Source: an optimization exercise on an open RTL-to-GDS flow (aim: a short achievable clock period and few clock cycles). Production flows keep margins and buffers that such runs may drop.
Function was checked by simulation only, so behaviour that the tests miss may differ from the original.

==> exp/raven: inputs <==
Design riscvsingle, start of the top module:
module riscvsingle(
    clk,
    n_rst,
    PC,
    Instr,
    MemWriteE,
    ALUResult,
    WriteData,
    ByteEnable,
    ReadData
);
==> flow/config.mk <==
export PLATFORM = sky130hd
export DESIGN_NAME = riscvsingle
export DESIGN_NICKNAME = riscvsingle
export VERILOG_FILES = /design/flow/design.v
export SDC_FILE = /design/flow/constraint.sdc
export NUM_CORES = 4
export LEC_CHECK = 0
export CAP_MARGIN = 20
export CORE_MARGIN = 2
export CORE_UTILIZATION = 40
export SETUP_SLACK_MARGIN = 1.0
export SLEW_MARGIN = 20
export SYNTH_HIERARCHICAL = 1
export SYNTH_MINIMUM_KEEP_SIZE = 0
==> flow/constraint.sdc <==
create_clock -name core_clock -period 29.0 [get_ports {clk}]
set_input_delay 5.8000 -clock core_clock [delete_from_list [all_inputs] [get_ports {clk}]]
set_output_delay 5.8000 -clock core_clock [all_outputs]
set_load 0.01 [all_outputs]
standard.sh (not shown) runs the stock make flow with config.mk's settings and CLKGATE_MAP_FILE= SYNTH_SCRIPT=/design/flow/synth_recipe.tcl, a recipe that flattens the netlist after the stock synthesis.
==> flow/flow/run.sh <==
#!/bin/bash
# The standard layout, with two changes:
# - timing repair aims well below the clock period: repair_timing works on
#   every path whose slack is under SETUP_SLACK_MARGIN, so a margin of 22 ns
#   at the 29 ns clock makes it shorten paths to about 7 ns;
# - after global placement, each register that drives an output port's
#   buffer is moved next to that buffer (pull_out_regs.tcl), to shorten the
#   register's output wire; detailed placement then legalizes it.
# Clock, constraints, synthesis and every other step are the standard flow's own.
set -uo pipefail
RES=$PWD/orfs/results/sky130hd/riscvsingle/base
bash standard.sh SETUP_SLACK_MARGIN=22 $RES/3_3_place_gp.odb > standard_to_gp.log 2>&1 || exit 1
IN_ODB=$RES/3_3_place_gp.odb OUT_ODB=$RES/3_3_place_gp.odb \
  openroad -no_init -exit flow/pull_out_regs.tcl > pull_out_regs.log 2>&1 || exit 1
bash standard.sh SETUP_SLACK_MARGIN=22 finish > standard_finish.log 2>&1
==> flow/flow/pull_out_regs.tcl <==
# Move each register that drives an output port's buffer (directly or
# through one inverter) next to that buffer, so that the register's output
# wire is short. Detailed placement legalizes the result afterwards.
read_db $::env(IN_ODB)
set block [ord::get_db_block]

proc driver_of {net} {
  foreach it [$net getITerms] {
    if {[$it isOutputSignal]} { return $it }
  }
  return ""
}
proc sinks_of {net} {
  set n 0
  foreach it [$net getITerms] {
    if {![$it isOutputSignal]} { incr n }
  }
  return $n
}
proc input_net {inst} {
  foreach it [$inst getITerms] {
    if {[$it isInputSignal]} { return [$it getNet] }
  }
  return "NULL"
}

set moved 0
foreach bterm [$block getBTerms] {
  if {[$bterm getIoType] ne "OUTPUT"} { continue }
  set net [$bterm getNet]
  if {$net eq "NULL"} { continue }
  set d [driver_of $net]
  if {$d eq ""} { continue }
  set buf [$d getInst]
  set loc [$buf getLocation]
  set innet [input_net $buf]
  if {$innet eq "NULL" || [sinks_of $innet] != 1} { continue }
  set d [driver_of $innet]
  if {$d eq ""} { continue }
  set inst [$d getInst]
  set chain {}
  if {[string match "*__inv_*" [[$inst getMaster] getName]]} {
    lappend chain $inst
    set innet [input_net $inst]
    if {$innet eq "NULL" || [sinks_of $innet] != 1} { continue }
    set d [driver_of $innet]
    if {$d eq ""} { continue }
    set inst [$d getInst]
  }
  if {![[$inst getMaster] isSequential]} { continue }
  lappend chain $inst
  foreach i $chain {
    $i setLocation [lindex $loc 0] [lindex $loc 1]
    $i setPlacementStatus PLACED
  }
  incr moved
}
puts "pull_out_regs: moved $moved registers next to their output buffers"
write_db $::env(OUT_ODB)
==> exp/lagoon: changes against exp/raven <==
--- a/flow/design.v
+++ b/flow/design.v
@@ -20,52 +20,14 @@
                 gg[i] = gg[i] | (pp[i] & gg[i-d]);
                 pp[i] = pp[i] & pp[i-d];
             end
     end
     assign s  = p ^ {gg[W-2:0], c};
     assign co = gg[W-1];
 endmodule
-module next_pc (
-    input         redirect,
-    input  [31:0] npc_x,    
-    input         er,       
-    input         isj,      
-    input  [31:0] keep,     
-    input  [8:1]  lo,       
-    input  [31:9] hi,       
-    input  [31:9] hi_up,    
-    input  [31:9] hi_dn,    
-    input  [8:1]  off_j,    
-    input  [8:1]  off_b,    
-    input         neg,      
-    output [31:0] pc_nx
-);
-    wire [7:0] sj, sb;
-    wire       cj, cb;
-    ks_adder #(.W(8)) u_j(.x(lo), .y(off_j), .c(1'b0), .s(sj), .co(cj));
-    ks_adder #(.W(8)) u_b(.x(lo), .y(off_b), .c(1'b0), .s(sb), .co(cb));
-    wire [31:9] hj1 = neg ? hi : hi_up;
-    wire [31:9] hj0 = neg ? hi_dn : hi;
-    wire [31:9] u1 = redirect ? npc_x[31:9] : ~er ? keep[31:9] : isj ? hj1 : hi;
-    wire [31:9] u0 = redirect ? npc_x[31:9] : ~er ? keep[31:9] : isj ? hj0 : hi_dn;
-    wire        c  = isj ? cj : cb;
-    carry_select #(.W(23)) u_cs(.c(c), .a1(u1), .a0(u0), .y(pc_nx[31:9]));
-    assign pc_nx[8:1]  = redirect ? npc_x[8:1] : ~er ? keep[8:1] : isj ? sj : sb;
-    assign pc_nx[0]    = redirect ? npc_x[0] : ~er & keep[0];
-endmodule
-module carry_select #(
-    parameter W = 23
-) (
-    input          c,
-    input  [W-1:0] a1,
-    input  [W-1:0] a0,
-    output [W-1:0] y
-);
-    assign y = c ? a1 : a0;
-endmodule
 module riscvsingle(
     clk,
     n_rst,
     PC,
     Instr,
     MemWriteE,
     ALUResult,
@@ -117,17 +79,16 @@
                 ok = ok & ((x[i] ^ y[i] ^ t[i]) == k[i-1]);
             sum_is = ok;
         end
     endfunction
     function automatic [31:0] onehot(input [4:0] r);
         onehot = 32'h1 << r;
     endfunction
-    localparam [31:0] FN_INV = ~32'h1000_0000;
-    reg  [31:0] pc_fn;
-    wire [31:0] pc_f = pc_fn ^ FN_INV;
+    reg  [31:0] pc_fn;          
+    wire [31:0] pc_f = ~pc_fn;
     reg  [31:0] pc_o;           
     reg  [31:0] pc_nx;
     reg  [31:0] pc_i;           
     reg         kill_i;         
     reg  [31:0] sk, pc_sk;      
     reg         sk_v;
     reg         stall_1d;
@@ -144,30 +105,22 @@
     wire [31:0]   pred_f = hit ? btb_tgt[fidx] : pc_f4;
     reg  [31:0]   pred_i, pred_sk;    
     reg           hit_i;
     wire          btb_we;
     wire [31:0]   npc_x;              
     wire          taken_x;
     reg  [31:0]   pc_x;
-    wire        i_jal = Instr[6:0] == OP_JAL;
-    wire        i_bbr = (Instr[6:0] == OP_BR) & Instr[31];
-    wire [8:1]  i_lo_j = Instr[28:21];
-    wire [8:1]  i_lo_b = {Instr[28:25], Instr[11:8]};
-    reg  [31:9] pcu_i, pcd_i;
-    wire        er = (i_jal | i_bbr) & ~kill_i & ~hit_i & ~stall_1d & ~stall;
-    wire [31:0] keep = stall ? pc_f : pred_f;
-    wire [31:0] pc_nx_w;
-    next_pc u_next_pc(.redirect(redirect), .npc_x(npc_x), .er(er), .isj(Instr[3]), .keep(keep),
-                      .lo(pc_i[8:1]), .hi(pc_i[31:9]), .hi_up(pcu_i), .hi_dn(pcd_i),
-                      .off_j(i_lo_j), .off_b(i_lo_b), .neg(Instr[31]), .pc_nx(pc_nx_w));
-    always @(*) pc_nx = pc_nx_w;
+    always @(*) begin
+        if (redirect)   pc_nx = npc_x;
+        else if (stall) pc_nx = pc_f;
+        else            pc_nx = pred_f;
+    end
     reg  [31:0] ir;             
     reg         v_x;            
     reg  [31:0] pred_x;         
-    reg         er_x;           
     reg  [31:1] s1_x, s2_x;     
     reg         jal_x, jalr_x, br_x, load_x, store_x, reg_x, imm_x, lui_x, auipc_x;
     reg         use1_x, use2_x, wr_x, ld_x;
     wire [31:0] in_w  = stall_1d ? sk : Instr;
     wire [6:0]  in_op = in_w[6:0];
     wire [4:0]  in_rd = in_w[11:7];
     wire        in_jal = in_op == OP_JAL, in_jalr = in_op == OP_JALR,
@@ -175,49 +128,45 @@
                 in_store = in_op == OP_STORE, in_reg = in_op == OP_REG,
                 in_imm = in_op == OP_IMM, in_lui = in_op == OP_LUI,
                 in_auipc = in_op == OP_AUIPC;
     wire [31:0] in_s1 = onehot(in_w[19:15]);
     wire [31:0] in_s2 = onehot(in_w[24:20]);
     always @(posedge clk or negedge n_rst) begin
         if (!n_rst) begin
-            pc_fn    <= RESET_PC ^ FN_INV;
+            pc_fn    <= ~RESET_PC;
             pc_o     <= RESET_PC ^ 32'h1000_0000;
             pc_i     <= RESET_PC;
             kill_i   <= 1'b1;
             stall_1d <= 1'b0;
             sk_v     <= 1'b0;
             v_x      <= 1'b0;
             btb_v    <= {NB{1'b0}};
         end else begin
-            pc_fn    <= pc_nx ^ FN_INV;
+            pc_fn    <= ~pc_nx;
             pc_o     <= pc_nx ^ 32'h1000_0000;
             pc_i     <= pc_f;
-            kill_i   <= redirect | er;
+            kill_i   <= redirect;
             stall_1d <= stall;
             if (!stall_1d) sk_v <= ~kill_i;
             if (redirect)      v_x <= 1'b0;
             else if (!stall)   v_x <= stall_1d ? sk_v : ~kill_i;
             if (btb_we) btb_v[pc_x[BB+1:2]] <= taken_x;
         end
     end
     always @(posedge clk) begin
         pred_i <= pred_f;
-        hit_i  <= hit;
-        pcu_i  <= pc_f[31:9] + 23'd1;
-        pcd_i  <= pc_f[31:9] - 23'd1;
         if (!stall_1d) begin
             sk      <= Instr;
             pc_sk   <= pc_i;
             pred_sk <= pred_i;
         end
         if (!stall) begin
             ir      <= in_w;
             pc_x    <= stall_1d ? pc_sk : pc_i;
             pred_x  <= stall_1d ? pred_sk : pred_i;
-            er_x    <= er;
             s1_x    <= in_s1[31:1];
             s2_x    <= in_s2[31:1];
             jal_x   <= in_jal;
             jalr_x  <= in_jalr;
             br_x    <= in_br;
             load_x  <= in_load;
             store_x <= in_store;
@@ -245,28 +194,25 @@
     wire [31:0] imm_j = {{12{ir[31]}}, ir[19:12], ir[20], ir[30:21], 1'b0};
     wire [31:0] imm_u = {ir[31:12], 12'h0};
     reg        m1_ld, m2_ld, m3_ld, m4_ld;
     reg [4:0]  m1_rd, m2_rd, m3_rd, m4_rd;
     reg [2:0]  m1_f3, m2_f3, m3_f3, m4_f3;
     reg [1:0]  m2_a, m3_a, m4_a;
     reg [31:0] rd_q;
-    function automatic [31:0] align(input [31:0] w, input [2:0] lf3, input [1:0] la);
-        reg [31:0] sw;
-        begin
-            sw = w >> {la, 3'b000};
-            case (lf3)
-                3'b000: align = {{24{sw[7]}}, sw[7:0]};
-                3'b001: align = {{16{sw[15]}}, sw[15:0]};
-                3'b100: align = {24'h0, sw[7:0]};
-                3'b101: align = {16'h0, sw[15:0]};
-                default: align = w;
-            endcase
-        end
-    endfunction
-    wire [31:0] ld_data = align(rd_q, m4_f3, m4_a);
+    reg  [31:0] ld_data;
+    wire [31:0] ld_w = rd_q >> {m4_a, 3'b000};
+    always @(*) begin
+        case (m4_f3)
+            3'b000: ld_data = {{24{ld_w[7]}}, ld_w[7:0]};
+            3'b001: ld_data = {{16{ld_w[15]}}, ld_w[15:0]};
+            3'b100: ld_data = {24'h0, ld_w[7:0]};
+            3'b101: ld_data = {16'h0, ld_w[15:0]};
+            default: ld_data = rd_q;
+        endcase
+    end
     reg [31:0] rf [1:31];
     reg [31:0] rf1, rf2;
     integer ri;
     always @(*) begin
         rf1 = 32'h0;
         rf2 = 32'h0;
         for (ri = 1; ri < 32; ri = ri + 1) begin
@@ -279,18 +225,15 @@
     wire [31:0] a = fw1 ? ld_data : rf1;
     wire [31:0] b = fw2 ? ld_data : rf2;
     function automatic pend(input [4:0] r, input l1, input [4:0] r1,
                             input l2, input [4:0] r2, input l3, input [4:0] r3);
         pend = (r != 5'd0) & ((l1 & (r1 == r)) | (l2 & (r2 == r)) | (l3 & (r3 == r)));
     endfunction
     assign stall = v_x & ((use1_x & pend(rs1, m1_ld, m1_rd, m2_ld, m2_rd, m3_ld, m3_rd)) |
-                          (use2_x & (store_x ? pend(rs2, m1_ld, m1_rd, 1'b0, m1_rd, 1'b0, m1_rd)
-                                             : pend(rs2, m1_ld, m1_rd, m2_ld, m2_rd, m3_ld, m3_rd))));
-    wire sfw2 = (rs2 != 5'd0) & m2_ld & (m2_rd == rs2);
-    wire sfw3 = (rs2 != 5'd0) & m3_ld & (m3_rd == rs2);
+                          (use2_x & pend(rs2, m1_ld, m1_rd, m2_ld, m2_rd, m3_ld, m3_rd)));
     wire fire = v_x & ~stall;
     wire [31:0] opb = reg_x ? b : imm_i;
     wire        sub = (reg_x & ir[30] & (f3 == 3'b000)) | (f3 == 3'b010) | (f3 == 3'b011);
     wire [32:0] sum;
     ks_adder #(.W(32)) u_alu(.x(a), .y(sub ? ~opb : opb), .c(sub), .s(sum[31:0]), .co(sum[32]));
     wire        ltu = ~sum[32];
     wire        lt  = (a[31] ^ opb[31]) ? a[31] : sum[31];
@@ -340,15 +283,15 @@
     wire [32:0] jalr_s;
     ks_adder #(.W(32)) u_jalr(.x(a), .y(imm_i), .c(1'b0), .s(jalr_s[31:0]), .co(jalr_s[32]));
     wire [31:0] tgt_r  = {jalr_s[31:1], 1'b0};
     wire [32:0] bj_s   = ks_add(pc_x, jal_x ? imm_j : imm_b, 1'b0);
     wire [31:0] tgt_bj = bj_s[31:0];
     assign taken_x = jal_x | jalr_x | (br_x & cond);
     assign npc_x = taken_x ? (jalr_x ? tgt_r : tgt_bj) : pc4[31:0];
-    wire [31:0] pred = er_x ? pc_f : pred_x;
+    wire [31:0] pred = pred_x;
     wire eq_seq = pred == pc4[31:0];
     wire eq_bj  = pred == tgt_bj;
     wire eq_r   = sum_is(a, imm_i, pred);
     wire pred_ok = taken_x ? (jalr_x ? eq_r : eq_bj) : eq_seq;
     assign redirect = fire & ~pred_ok;
     assign btb_we = fire & (jal_x | jalr_x | br_x);
     wire x_we = fire & wr_x;
@@ -364,22 +307,20 @@
             end
         end
     endgenerate
     reg [31:0] addr_q;
     reg        mwe_q;
     reg [31:0] sd_q;
     reg [2:0]  sf3_q;
-    reg        sfw2_q, sfw3_q;    
     reg [31:0] wd_q;
     reg [3:0]  be_q;
     assign ALUResult = addr_q;
     assign MemWriteE = mwe_q;
     assign WriteData = wd_q;
     assign ByteEnable = be_q;
-    wire [31:0] sdata = sfw2_q ? align(ReadData, m3_f3, m3_a) : sfw3_q ? ld_data : sd_q;
     wire [32:0] addr_x;
     ks_adder #(.W(32)) u_addr(.x(a), .y(store_x ? imm_s : imm_i), .c(1'b0), .s(addr_x[31:0]), .co(addr_x[32]));
     always @(posedge clk or negedge n_rst) begin
         if (!n_rst) begin
             mwe_q <= 1'b0;
             m1_ld <= 1'b0;
             m2_ld <= 1'b0;
@@ -393,33 +334,31 @@
             m4_ld <= m3_ld & ~(x_wl & (rd == m3_rd));
         end
     end
     always @(posedge clk) begin
         addr_q <= addr_x[31:0];
         sd_q   <= b;
         sf3_q  <= f3;
-        sfw2_q <= sfw2;
-        sfw3_q <= sfw3;
         m1_rd  <= rd;
         m1_f3  <= f3;
         m2_rd  <= m1_rd;  m2_f3 <= m1_f3;  m2_a <= addr_q[1:0];
         m3_rd  <= m2_rd;  m3_f3 <= m2_f3;  m3_a <= m2_a;
         m4_rd  <= m3_rd;  m4_f3 <= m3_f3;  m4_a <= m3_a;
         rd_q   <= ReadData;
         case (sf3_q)
             3'b000: begin
-                wd_q <= {24'h0, sdata[7:0]} << {addr_q[1:0], 3'b000};
+                wd_q <= {24'h0, sd_q[7:0]} << {addr_q[1:0], 3'b000};
                 be_q <= 4'b0001 << addr_q[1:0];
             end
             3'b001: begin
-                wd_q <= addr_q[1] ? {sdata[15:0], 16'h0} : {16'h0, sdata[15:0]};
+                wd_q <= addr_q[1] ? {sd_q[15:0], 16'h0} : {16'h0, sd_q[15:0]};
                 be_q <= addr_q[1] ? 4'b1100 : 4'b0011;
             end
             3'b010: begin
-                wd_q <= sdata;
+                wd_q <= sd_q;
                 be_q <= 4'b1111;
             end
             default: begin
                 wd_q <= 32'h0;
                 be_q <= 4'b0000;
             end
         endcase
==> exp/harbor: changes against exp/raven <==
--- a/flow/design.v
+++ b/flow/design.v
@@ -151,27 +151,32 @@
     wire        i_jal = Instr[6:0] == OP_JAL;
     wire        i_bbr = (Instr[6:0] == OP_BR) & Instr[31];
     wire [8:1]  i_lo_j = Instr[28:21];
     wire [8:1]  i_lo_b = {Instr[28:25], Instr[11:8]};
     reg  [31:9] pcu_i, pcd_i;
     wire        er = (i_jal | i_bbr) & ~kill_i & ~hit_i & ~stall_1d & ~stall;
     wire [31:0] keep = stall ? pc_f : pred_f;
-    wire [31:0] pc_nx_w;
+    reg         jr_pend;
+    reg  [31:0] jr_tgt;
+    wire [31:0] tgt_r;          
+    wire [31:0] pc_nx_a;
+    always @(*) pc_nx = jr_pend ? jr_tgt : pc_nx_a;
     next_pc u_next_pc(.redirect(redirect), .npc_x(npc_x), .er(er), .isj(Instr[3]), .keep(keep),
                       .lo(pc_i[8:1]), .hi(pc_i[31:9]), .hi_up(pcu_i), .hi_dn(pcd_i),
-                      .off_j(i_lo_j), .off_b(i_lo_b), .neg(Instr[31]), .pc_nx(pc_nx_w));
-    always @(*) pc_nx = pc_nx_w;
+                      .off_j(i_lo_j), .off_b(i_lo_b), .neg(Instr[31]), .pc_nx(pc_nx_a));
     reg  [31:0] ir;             
     reg         v_x;            
     reg  [31:0] pred_x;         
     reg         er_x;           
     reg  [31:1] s1_x, s2_x;     
     reg         jal_x, jalr_x, br_x, load_x, store_x, reg_x, imm_x, lui_x, auipc_x;
     reg         use1_x, use2_x, wr_x, ld_x;
-    wire [31:0] in_w  = stall_1d ? sk : Instr;
+    reg         lb_v, er_b_1d, inj_1d;
+    reg  [31:0] lb_w, lb_a;
+    wire [31:0] in_w  = inj_1d ? lb_w : stall_1d ? sk : Instr;
     wire [6:0]  in_op = in_w[6:0];
     wire [4:0]  in_rd = in_w[11:7];
     wire        in_jal = in_op == OP_JAL, in_jalr = in_op == OP_JALR,
                 in_br = in_op == OP_BR, in_load = in_op == OP_LOAD,
                 in_store = in_op == OP_STORE, in_reg = in_op == OP_REG,
                 in_imm = in_op == OP_IMM, in_lui = in_op == OP_LUI,
                 in_auipc = in_op == OP_AUIPC;
@@ -182,41 +187,54 @@
             pc_fn    <= RESET_PC ^ FN_INV;
             pc_o     <= RESET_PC ^ 32'h1000_0000;
             pc_i     <= RESET_PC;
             kill_i   <= 1'b1;
             stall_1d <= 1'b0;
             sk_v     <= 1'b0;
             v_x      <= 1'b0;
+            lb_v     <= 1'b0;
+            er_b_1d  <= 1'b0;
+            inj_1d   <= 1'b0;
+            jr_pend  <= 1'b0;
             btb_v    <= {NB{1'b0}};
         end else begin
             pc_fn    <= pc_nx ^ FN_INV;
             pc_o     <= pc_nx ^ 32'h1000_0000;
             pc_i     <= pc_f;
-            kill_i   <= redirect | er;
+            kill_i   <= redirect | er | jr_pend;
+            jr_pend  <= redirect & jalr_x;
             stall_1d <= stall;
             if (!stall_1d) sk_v <= ~kill_i;
             if (redirect)      v_x <= 1'b0;
-            else if (!stall)   v_x <= stall_1d ? sk_v : ~kill_i;
+            else if (!stall)   v_x <= inj_1d | (stall_1d ? sk_v : ~kill_i);
+            er_b_1d  <= er & i_bbr & ~redirect;
+            inj_1d   <= inj;
+            if (er_b_1d) lb_v <= 1'b1;
             if (btb_we) btb_v[pc_x[BB+1:2]] <= taken_x;
         end
     end
     always @(posedge clk) begin
         pred_i <= pred_f;
         hit_i  <= hit;
         pcu_i  <= pc_f[31:9] + 23'd1;
         pcd_i  <= pc_f[31:9] - 23'd1;
+        jr_tgt <= tgt_r;
+        if (er_b_1d) begin
+            lb_w <= Instr;
+            lb_a <= pc_i;
+        end
         if (!stall_1d) begin
             sk      <= Instr;
             pc_sk   <= pc_i;
             pred_sk <= pred_i;
         end
         if (!stall) begin
             ir      <= in_w;
-            pc_x    <= stall_1d ? pc_sk : pc_i;
-            pred_x  <= stall_1d ? pred_sk : pred_i;
+            pc_x    <= inj_1d ? lb_a : stall_1d ? pc_sk : pc_i;
+            pred_x  <= inj_1d ? pc_f : stall_1d ? pred_sk : pred_i;
             er_x    <= er;
             s1_x    <= in_s1[31:1];
             s2_x    <= in_s2[31:1];
             jal_x   <= in_jal;
             jalr_x  <= in_jalr;
             br_x    <= in_br;
             load_x  <= in_load;
@@ -228,15 +246,15 @@
             use1_x  <= in_jalr | in_br | in_load | in_store | in_imm | in_reg;
             use2_x  <= in_br | in_store | in_reg;
             wr_x    <= (in_lui | in_auipc | in_jal | in_jalr | in_imm | in_reg) & (in_rd != 5'd0);
             ld_x    <= in_load & (in_rd != 5'd0);
         end
         if (btb_we) begin
             btb_tag[pc_x[BB+1:2]] <= pc_x[BB+TW+1:BB+2];
-            btb_tgt[pc_x[BB+1:2]] <= npc_x;
+            btb_tgt[pc_x[BB+1:2]] <= jalr_x ? tgt_r : npc_x;
         end
     end
     wire [2:0] f3  = ir[14:12];
     wire [4:0] rs1 = ir[19:15];
     wire [4:0] rs2 = ir[24:20];
     wire [4:0] rd  = ir[11:7];
     wire [31:0] imm_i = {{20{ir[31]}}, ir[31:20]};
@@ -308,14 +326,15 @@
             3'b100: alu = a ^ opb;
             3'b101: alu = ir[30] ? sra64[31:0] : srl;
             3'b110: alu = a | opb;
             default: alu = a & opb;
         endcase
     end
     wire [32:0] pc4 = ks_add(pc_x, 32'd4, 1'b0);
+    wire [32:0] pc8 = ks_add(pc_x, 32'd8, 1'b0);
     wire [32:0] auipc_v = ks_add(pc_x, imm_u, 1'b0);
     reg  [31:0] res;
     always @(*) begin
         if (lui_x)                 res = imm_u;
         else if (auipc_x)          res = auipc_v[31:0];
         else if (jal_x | jalr_x)   res = pc4[31:0];
         else                       res = alu;
@@ -335,25 +354,27 @@
             3'b110: cond = bltu;
             3'b111: cond = ~bltu;
             default: cond = 1'b0;
         endcase
     end
     wire [32:0] jalr_s;
     ks_adder #(.W(32)) u_jalr(.x(a), .y(imm_i), .c(1'b0), .s(jalr_s[31:0]), .co(jalr_s[32]));
-    wire [31:0] tgt_r  = {jalr_s[31:1], 1'b0};
+    assign tgt_r = {jalr_s[31:1], 1'b0};
     wire [32:0] bj_s   = ks_add(pc_x, jal_x ? imm_j : imm_b, 1'b0);
     wire [31:0] tgt_bj = bj_s[31:0];
     assign taken_x = jal_x | jalr_x | (br_x & cond);
-    assign npc_x = taken_x ? (jalr_x ? tgt_r : tgt_bj) : pc4[31:0];
+    wire lb_match = lb_v & (lb_a == pc4[31:0]);
+    assign npc_x = taken_x ? (jalr_x ? pc4[31:0] : tgt_bj) : lb_match ? pc8[31:0] : pc4[31:0];
     wire [31:0] pred = er_x ? pc_f : pred_x;
     wire eq_seq = pred == pc4[31:0];
     wire eq_bj  = pred == tgt_bj;
     wire eq_r   = sum_is(a, imm_i, pred);
     wire pred_ok = taken_x ? (jalr_x ? eq_r : eq_bj) : eq_seq;
     assign redirect = fire & ~pred_ok;
+    wire inj = redirect & ~taken_x & lb_match;
     assign btb_we = fire & (jal_x | jalr_x | br_x);
     wire x_we = fire & wr_x;
     wire x_wl = fire & (wr_x | ld_x);    
     genvar gi;
     generate
         for (gi = 1; gi < 32; gi = gi + 1) begin : RF
             always @(posedge clk) begin
==> flow/flow/run.sh (replaced) <==
#!/bin/bash
# The standard layout, with three changes:
# - timing repair aims well below the clock period: repair_timing works on
#   every path whose slack is under SETUP_SLACK_MARGIN, so a margin of 22 ns
#   at the 29 ns clock makes it shorten paths to about 7 ns;
# - after global placement, each register that drives an output port's
#   buffer is moved next to that buffer (pull_out_regs.tcl), to shorten the
#   register's output wire; detailed placement then legalizes it;
# - timing repair does not clone gates (SKIP_GATE_CLONING): a clone placed
#   far from its inputs' drivers can leave a slew violation behind, since no
#   repair_design follows the repair after global routing.
# Clock, constraints, synthesis and every other step are the standard flow's own.
set -uo pipefail
RES=$PWD/orfs/results/sky130hd/riscvsingle/base
bash standard.sh SETUP_SLACK_MARGIN=22 SKIP_GATE_CLONING=1 $RES/3_3_place_gp.odb > standard_to_gp.log 2>&1 || exit 1
IN_ODB=$RES/3_3_place_gp.odb OUT_ODB=$RES/3_3_place_gp.odb \
  openroad -no_init -exit flow/pull_out_regs.tcl > pull_out_regs.log 2>&1 || exit 1
bash standard.sh SETUP_SLACK_MARGIN=22 SKIP_GATE_CLONING=1 finish > standard_finish.log 2>&1
--- a/flow/flow/pull_out_regs.tcl
+++ b/flow/flow/pull_out_regs.tcl
@@ -30,30 +30,40 @@
   set net [$bterm getNet]
   if {$net eq "NULL"} { continue }
   set d [driver_of $net]
   if {$d eq ""} { continue }
   set buf [$d getInst]
   set loc [$buf getLocation]
   set innet [input_net $buf]
-  if {$innet eq "NULL" || [sinks_of $innet] != 1} { continue }
+  if {$innet eq "NULL" || [sinks_of $innet] != 1} {
+    puts "pull_out_regs: [$bterm getName]: buffer input has other loads"
+    continue
+  }
   set d [driver_of $innet]
   if {$d eq ""} { continue }
   set inst [$d getInst]
   set chain {}
   if {[string match "*__inv_*" [[$inst getMaster] getName]]} {
     lappend chain $inst
     set innet [input_net $inst]
-    if {$innet eq "NULL" || [sinks_of $innet] != 1} { continue }
+    if {$innet eq "NULL" || [sinks_of $innet] != 1} {
+      puts "pull_out_regs: [$bterm getName]: inverter input has other loads"
+      continue
+    }
     set d [driver_of $innet]
     if {$d eq ""} { continue }
     set inst [$d getInst]
   }
-  if {![[$inst getMaster] isSequential]} { continue }
+  if {![[$inst getMaster] isSequential]} {
+    puts "pull_out_regs: [$bterm getName]: driver [$inst getName] is not a register"
+    continue
+  }
   lappend chain $inst
   foreach i $chain {
     $i setLocation [lindex $loc 0] [lindex $loc 1]
     $i setPlacementStatus PLACED
   }
+  puts "pull_out_regs: [$bterm getName]: moved [llength $chain] cell(s) next to [$buf getName]"
   incr moved
 }
 puts "pull_out_regs: moved $moved registers next to their output buffers"
 write_db $::env(OUT_ODB)
==> impl_metrics.py <==
metrics = {
    "status": {
        "status": "complete, but fails checks",
        "so.violations": "capacitance limit, slew limit",
    },
    "timing": {
        "slew_viol_final": 3,
    },
    "worst_hold_path": {
        "worst_hold_startpoint": "m3_a[1]$_DFF_P_",
    },
    "flow_run": {
        "drv_cap": 1,
    },
}
[end of results for exp/lagoon]
==> impl_metrics.py <==
metrics = {
    "flow_run": {
        "drv_cap": 0,
    },
    "status": {
        "status": "finished clean",
    },
    "worst_hold_path": {
        "worst_hold_startpoint": "m2_f3[1]$_DFF_P_",
    },
    "die": {
        "io_pins": 167,
    },
}
[end of results for exp/harbor]
==> impl_metrics.py <==
metrics = {
    "timing": {
        "slew_viol_final": 0,
        "skew_ns": 0.09989,
    },
    "status": {
        "status": "finished clean",
    },
    "flow_run": {
        "drv_cap": 0,
    },
    "worst_hold_path": {
        "worst_hold_startpoint": "m2_a[0]$_DFF_P_",
    },
}
[end of results for exp/raven]
Testbench counts of exp/raven, summed over its fixed seeds: cycles 240,451.
Testbench counts of exp/lagoon, summed over its fixed seeds: cycles 245,272.
Testbench counts of exp/harbor, summed over its fixed seeds: cycles 237,044.

re-timing with driven ports:
Ports are ideal in the flow. The routed layouts listed here were re-timed in OpenROAD. Step 1 assumes that a clkbuf_16 drives the clock port and a buf_2 every other input. Step 2 moves the port delays by t, midway between the first and last clock arrival at a register: inputs arrive t later, outputs are due t later. That takes back most of the time a late clock gives input paths. a / b / c = ideal / step 1 / step 2; a / b = the first two.
run	shift t [ns]	slack for setup (ns)	worst setup path after step 2	worst register clock-pin slew, ns	worst slew at a driven data input, ns
exp/raven	1.017	21.669 / 21.667 / 20.667	input to register	0.07 / 0.07	0.18
exp/lagoon	1.023	21.688 / 21.588 / 21.025	input to register	0.07 / 0.07	0.10
exp/harbor	1.026	21.418 / 21.396 / 20.371	input to register	0.07 / 0.07	0.22
The setup slack of exp/harbor, which loses most, moves by -0.022 ns with the drivers and by -1.047 ns with both steps.
